Source: an optimization exercise on an open RTL-to-GDS flow (aim: small area, a short achievable clock period and few clock cycles per item). Production flows keep margins and buffers that such runs may drop.
The RTL was checked by simulation tests, not by an equivalence proof against the original design.

==> flow/design.v (excerpt) <==
module div_unit #(
    parameter integer K = 4
) (
    input  logic        clk_i,
    input  logic        rst_ni,
    input  logic        start_i,
    input  logic [2:0]  op_type_i,
    input  logic [31:0] operand_a_i,
    input  logic [31:0] operand_b_i,
    output logic [31:0] result_o,
    output logic        done_o,
    output logic        busy_o,
    output logic        exception_valid_o,
    output logic [31:0] exception_cause_o
);
    localparam integer W  = 32 + K - 1;        
    localparam integer MM = (32 + K - 1) / K;  
    localparam integer CW = (MM > 8) ? 4 : 3;    
    logic        busy_q, done_q, first_q, acc;
    logic [CW-1:0] cnt_q;
    logic [2:0]  op_q;
    logic [31:0] r_q, d_q, q_q;
    logic        sa_q, exc_q;
    logic        sgn, sa0, sa, sb, bz, ovf;
    logic [31:0] x0, bm, nb;
    logic [32:0] cb;
    logic [5:0]  la, lb;
    logic signed [7:0] n;
    logic [CW-1:0] mm1, rc;
    assign sgn = ~op_q[0];
    assign sa0 = sgn & r_q[31];
    assign sa  = first_q ? sa0 : sa_q;
    assign sb  = sgn & d_q[31];
    assign x0  = r_q ^ {32{first_q & sa0}};
    assign bm  = d_q ^ {32{sb}};
    assign bz  = (d_q == 32'd0);
    assign ovf = (r_q == 32'h80000000) && (d_q == 32'hFFFFFFFF);
    assign cb[0] = ~sb;
    for (genvar i = 0; i < 32; i++) begin : g_inc
        assign nb[i]    = ~bm[i] ^ cb[i];
        assign cb[i+1] = ~bm[i] & cb[i];
    end
    always_comb begin
        la = 6'd0;
        lb = 6'd0;
        for (int i = 0; i < 32; i++) begin
            if (x0[i]) la = 6'(i + 1);
            if (bm[i]) lb = 6'(i + 1);
        end
    end
    assign n = $signed({2'b00, la}) - $signed({2'b00, lb}) + $signed({7'd0, sa0 & ~sb}) + 8'sd1;
    always_comb begin
        mm1 = '0;
        for (int j = 1; j < MM; j++)
            if (n > j * K) mm1 = CW'(j);
    end
    assign rc = first_q ? mm1 : cnt_q;
    logic [W-1:0] ys [0:CW];
    assign ys[0] = W'({1'b1, nb}) << (K - 1);
    for (genvar i = 0; i < CW; i++) begin : g_align
        assign ys[i+1] = rc[i] ? (ys[i] << (K << i)) : ys[i];
    end
    logic [W-1:0] yw;
    assign yw = ys[CW];
    logic [31:0]  rs [0:K];
    logic [K-1:0] qb;
    assign rs[0] = x0;
  ...
Size in the first run: about 1800 cells after synthesis, about 110 flip-flops, roughly 140 I/O pins, about 0.013 mm² of cells after synthesis.
clock: 150.0 ns
lec_check: 0
abc_area: 1
cap_margin: 20
core_margin: 2
core_utilization: 65
slew_margin: 20
standard.sh (not shown) runs the stock make flow with config.mk's settings and CLKGATE_MAP_FILE= SYNTH_SCRIPT=/design/flow/synth_recipe.tcl, a recipe that flattens the netlist after the stock synthesis.
==> flow/flow/run.sh <==
#!/bin/bash
# Standard ORFS layout with two changes: the logic is mapped with the ABC
# script in flow/abc_area.script, and constant outputs share one tie cell, and the port buffers are the smallest
# buffer cell. Each tool's output goes to its own log file.
set -euo pipefail
rm -rf orfs_scripts
cp -r "$FLOW_HOME/scripts" orfs_scripts
cp flow/abc_area.script orfs_scripts/abc_area.script
export SCRIPTS_DIR="$PWD/orfs_scripts"
export SKIP_REPAIR_TIE_FANOUT=1
export BUFFER_PORTS_ARGS="-buffer_cell sky130_fd_sc_hd__buf_1"
bash standard.sh > standard_flow.log 2>&1
==> flow/flow/abc_area.script <==
strash
dch
amap -m
topo
stime -c
buffer -c
upsize -c
dnsize -c
The starting point completed with no timing, DRC or antenna violations.
Testbench counts at the start, summed over its fixed seeds: cycles 5,665, ops 1,600.
Change:
==> flow/flow/abc_area.script (replaced) <==
strash
dch
amap -m
topo
stime -c
buffer -c
dnsize -c
Result: Cell area goes down by 0.90%; clock skew shrinks by 4.1 ps; count of clock-buffer cells in the layout is higher by 2; global-route usage goes up by 0.35 points; cell count stays flat.


The RTL this note starts from:
==> flow/design.v <==
`timescale 1ns/1ps
`default_nettype none
module div_unit_step (
    input  logic [31:0] r,
    input  logic [31:0] y,
    input  logic        hiok,
    input  logic        sa,
    output logic        q,
    output logic [31:0] rn
);
    logic [31:0] g, p, gg, pp;
    always_comb begin
        g  = r & y;
        p  = r ^ y;
        gg = g;
        pp = p;
        for (int l = 0; l < 5; l++)
            for (int i = 0; i < 32; i++)
                if ((i % (2 << l)) == (2 << l) - 1) begin
                    gg[i] = gg[i] | (pp[i] & gg[i - (1 << l)]);
                    pp[i] = pp[i] & pp[i - (1 << l)];
                end
        for (int l = 3; l >= 0; l--)
            for (int i = 0; i < 32; i++)
                if ((i % (2 << l)) == (1 << l) - 1 && i >= (2 << l)) begin
                    gg[i] = gg[i] | (pp[i] & gg[i - (1 << l)]);
                    pp[i] = pp[i] & pp[i - (1 << l)];
                end
    end
    assign q  = hiok & ~(sa & r[31]) & (gg[31] | (sa & pp[31]));
    assign rn = q ? (p ^ {gg[30:0], 1'b0}) : r;
endmodule
module div_unit #(
    parameter integer K = 4
) (
    input  logic        clk_i,
    input  logic        rst_ni,
    input  logic        start_i,
    input  logic [2:0]  op_type_i,
    input  logic [31:0] operand_a_i,
    input  logic [31:0] operand_b_i,
    output logic [31:0] result_o,
    output logic        done_o,
    output logic        busy_o,
    output logic        exception_valid_o,
    output logic [31:0] exception_cause_o
);
    localparam integer W  = 32 + K - 1;        
    localparam integer MM = (32 + K - 1) / K;  
    logic        busy_q, done_q, first_q, acc_q;
    logic [3:0]  cnt_q;
    logic [2:0]  op_q;
    logic [31:0] r_q, d_q, q_q;
    logic        sa_q, exc_q;
    logic        sgn, sa0, sa, sb, bz, ovf;
    logic [31:0] x0, bm, nb;
    logic [32:0] cb;
    logic [5:0]  la, lb;
    logic signed [7:0] n;
    logic [3:0]  m, mcur;
    assign sgn = ~op_q[0];
    assign sa0 = sgn & r_q[31];
    assign sa  = first_q ? sa0 : sa_q;
    assign sb  = sgn & d_q[31];
    assign x0  = r_q ^ {32{sa0}};
    assign bm  = d_q ^ {32{sb}};
    assign bz  = (d_q == 32'd0);
    assign ovf = (r_q == 32'h80000000) && (d_q == 32'hFFFFFFFF);
    assign cb[0] = ~sb;
    for (genvar i = 0; i < 32; i++) begin : g_inc
        assign nb[i]    = ~bm[i] ^ cb[i];
        assign cb[i+1] = ~bm[i] & cb[i];
    end
    always_comb begin
        la = 6'd0;
        lb = 6'd0;
        for (int i = 0; i < 32; i++) begin
            if (x0[i]) la = 6'(i + 1);
            if (bm[i]) lb = 6'(i + 1);
        end
    end
    assign n = $signed({2'b00, la}) - $signed({2'b00, lb}) + $signed({7'd0, sa0 & ~sb}) + 8'sd1;
    always_comb begin
        m = 4'd1;
        for (int j = 2; j <= MM; j++)
            if (n > (j - 1) * K) m = 4'(j);
    end
    assign mcur = first_q ? m : cnt_q;
    logic [W-1:0] yw;
    always_comb begin
        yw = '1;
        for (int j = 1; j <= MM; j++)
            if (mcur == 4'(j))
                yw = W'({1'b1, nb}) << (j * K - 1);
    end
    logic [31:0]  rs [0:K];
    logic [K-1:0] qb;
    assign rs[0] = first_q ? x0 : r_q;
    for (genvar j = 0; j < K; j++) begin : g_step
        logic [W-1:0] yj;
        logic         hiok;
        assign yj = W'({{j{1'b1}}, yw} >> j);
        if (W - j > 32) begin : g_hi
            assign hiok = &yj[W-1-j:32];
        end else begin : g_nohi
            assign hiok = 1'b1;
        end
        div_unit_step u_step (
            .r(rs[j]), .y(yj[31:0]), .hiok(hiok), .sa(sa), .q(qb[K-1-j]), .rn(rs[j+1])
        );
    end
    logic        last, negq, anyq;
    logic [31:0] qbase, qf, res, divr;
    logic [32:0] orq;
    assign last  = (mcur == 4'd1);
    assign qbase = first_q ? 32'd0 : q_q;
    assign qf    = {qbase[31-K:0], qb};
    assign negq  = sa ^ sb;
    assign anyq = |qb;
    assign orq[0] = 1'b0;
    for (genvar i = 0; i < 32; i++) begin : g_neg
        if (i < K) begin : g_lo
            assign orq[i+1] = orq[i] | qb[i];
        end else if (i == K) begin : g_k
            assign orq[i+1] = anyq | qbase[i-K];
        end else begin : g_hi
            assign orq[i+1] = orq[i] | qbase[i-K];
        end
        assign divr[i] = qf[i] ^ (negq & (i > K ? (orq[i] | anyq) : orq[i]));
    end
    always_comb begin
        if (~op_q[2])           res = 32'd0;
        else if (op_q[1])       res = rs[K] ^ {32{sa}};
        else if (bz)            res = 32'hFFFFFFFF;
        else                    res = divr;
    end
    always_ff @(posedge clk_i or negedge rst_ni) begin
        if (!rst_ni) begin
            busy_q <= 1'b0;
            done_q <= 1'b0;
            acc_q  <= 1'b1;
        end else if (start_i) begin
            busy_q <= 1'b1;
            done_q <= 1'b0;
            acc_q  <= 1'b0;
        end else if (done_q) begin
            busy_q <= 1'b0;
            done_q <= 1'b0;
            acc_q  <= 1'b1;
        end else if (busy_q && last) begin
            done_q <= 1'b1;
            acc_q  <= 1'b1;
        end
    end
    always_ff @(posedge clk_i) begin
        first_q <= start_i;
        cnt_q   <= mcur - 4'd1;
        q_q     <= last ? res : qf;
        if (acc_q) begin
            r_q  <= operand_a_i;
            d_q  <= operand_b_i;
            op_q <= op_type_i;
        end else begin
            r_q  <= rs[K];
        end
        if (first_q) begin
            sa_q  <= sa0;
            exc_q <= bz | ovf;
        end
    end
    assign result_o          = q_q;
    assign done_o            = done_q;
    assign busy_o            = busy_q;
    assign exception_valid_o = exc_q;
    assign exception_cause_o = {30'd0, exc_q, 1'b0};
endmodule
clock: 150.0 ns
lec_check: 0
abc_area: 1
cap_margin: 20
core_margin: 2
core_utilization: 40
slew_margin: 20
run.sh (not shown) runs the stock make flow with config.mk's settings and CLKGATE_MAP_FILE= SYNTH_SCRIPT=/design/flow/synth_recipe.tcl, a recipe that flattens the netlist after the stock synthesis.
Stock flow here: none of the scripts above is used.
The first run finished with timing, DRC and antenna clean.
Testbench counts at the start, summed over its fixed seeds: cycles 5,665, ops 1,600.
Rerun with:
==> flow/flow/run.sh (new file) <==
#!/bin/bash
# Standard ORFS layout; only the port buffers are the smallest buffer cell
# instead of the default choice. Each tool's output goes to its own log.
set -euo pipefail
export BUFFER_PORTS_ARGS="-buffer_cell sky130_fd_sc_hd__buf_1"
bash standard.sh > standard_flow.log 2>&1
==> flow/standard.sh (new file) <==
#!/bin/bash
# synth_recipe.tcl (not shown) runs the flow's synth.tcl, then flattens the netlist and writes it again
# the make line also repeats each setting of config.mk as NAME=value (left out here)
make -C /OpenROAD-flow-scripts/flow DESIGN_CONFIG=/design/flow/config.mk WORK_HOME=/design/flow/orfs CLKGATE_MAP_FILE= SYNTH_SCRIPT=/design/flow/synth_recipe.tcl "${@:-finish}"
removed: flow/run.sh
After rerunning:
- The new run went through all stages and came out clean
- clock skew falls by 0.0084 ns
- routed wire length falls slightly
- global-route usage falls by 0.29 points
- via count falls slightly
- design area falls by a few percent

## port drivers added, routing unchanged
How much do the figures lean on ideal ports? The routed layouts below were timed once more, with nothing changed but the port constraints. Step 1, drivers: a clkbuf_16 drives clk_i and a buf_2 each remaining input, both assumed. Step 2 moves the port delays by t, midway between the first and last clock arrival at a register: inputs arrive t later, outputs are due t later. That takes back most of the time a late clock gives input paths. Three values: no drivers, after step 1, after step 2; two values: the first two.
run	t (ns)	slack for setup (ns)	slew at the worst register clock pin (ns)	worst slew at a driven data input, ns	pins driven straight from the clock port
the first run of note 1	0.414	119.072 / 119.022 / 119.436	0.09 / 0.09	0.06	1
the second run of note 1	0.412	119.078 / 119.027 / 119.439	0.08 / 0.08	0.07	1
the first run of note 2	0.430	118.690 / 118.644 / 119.074	0.09 / 0.09	0.07	1
the second run of note 2	0.433	119.071 / 119.021 / 119.455	0.08 / 0.08	0.06	1
After both steps every run listed still meets setup and hold.
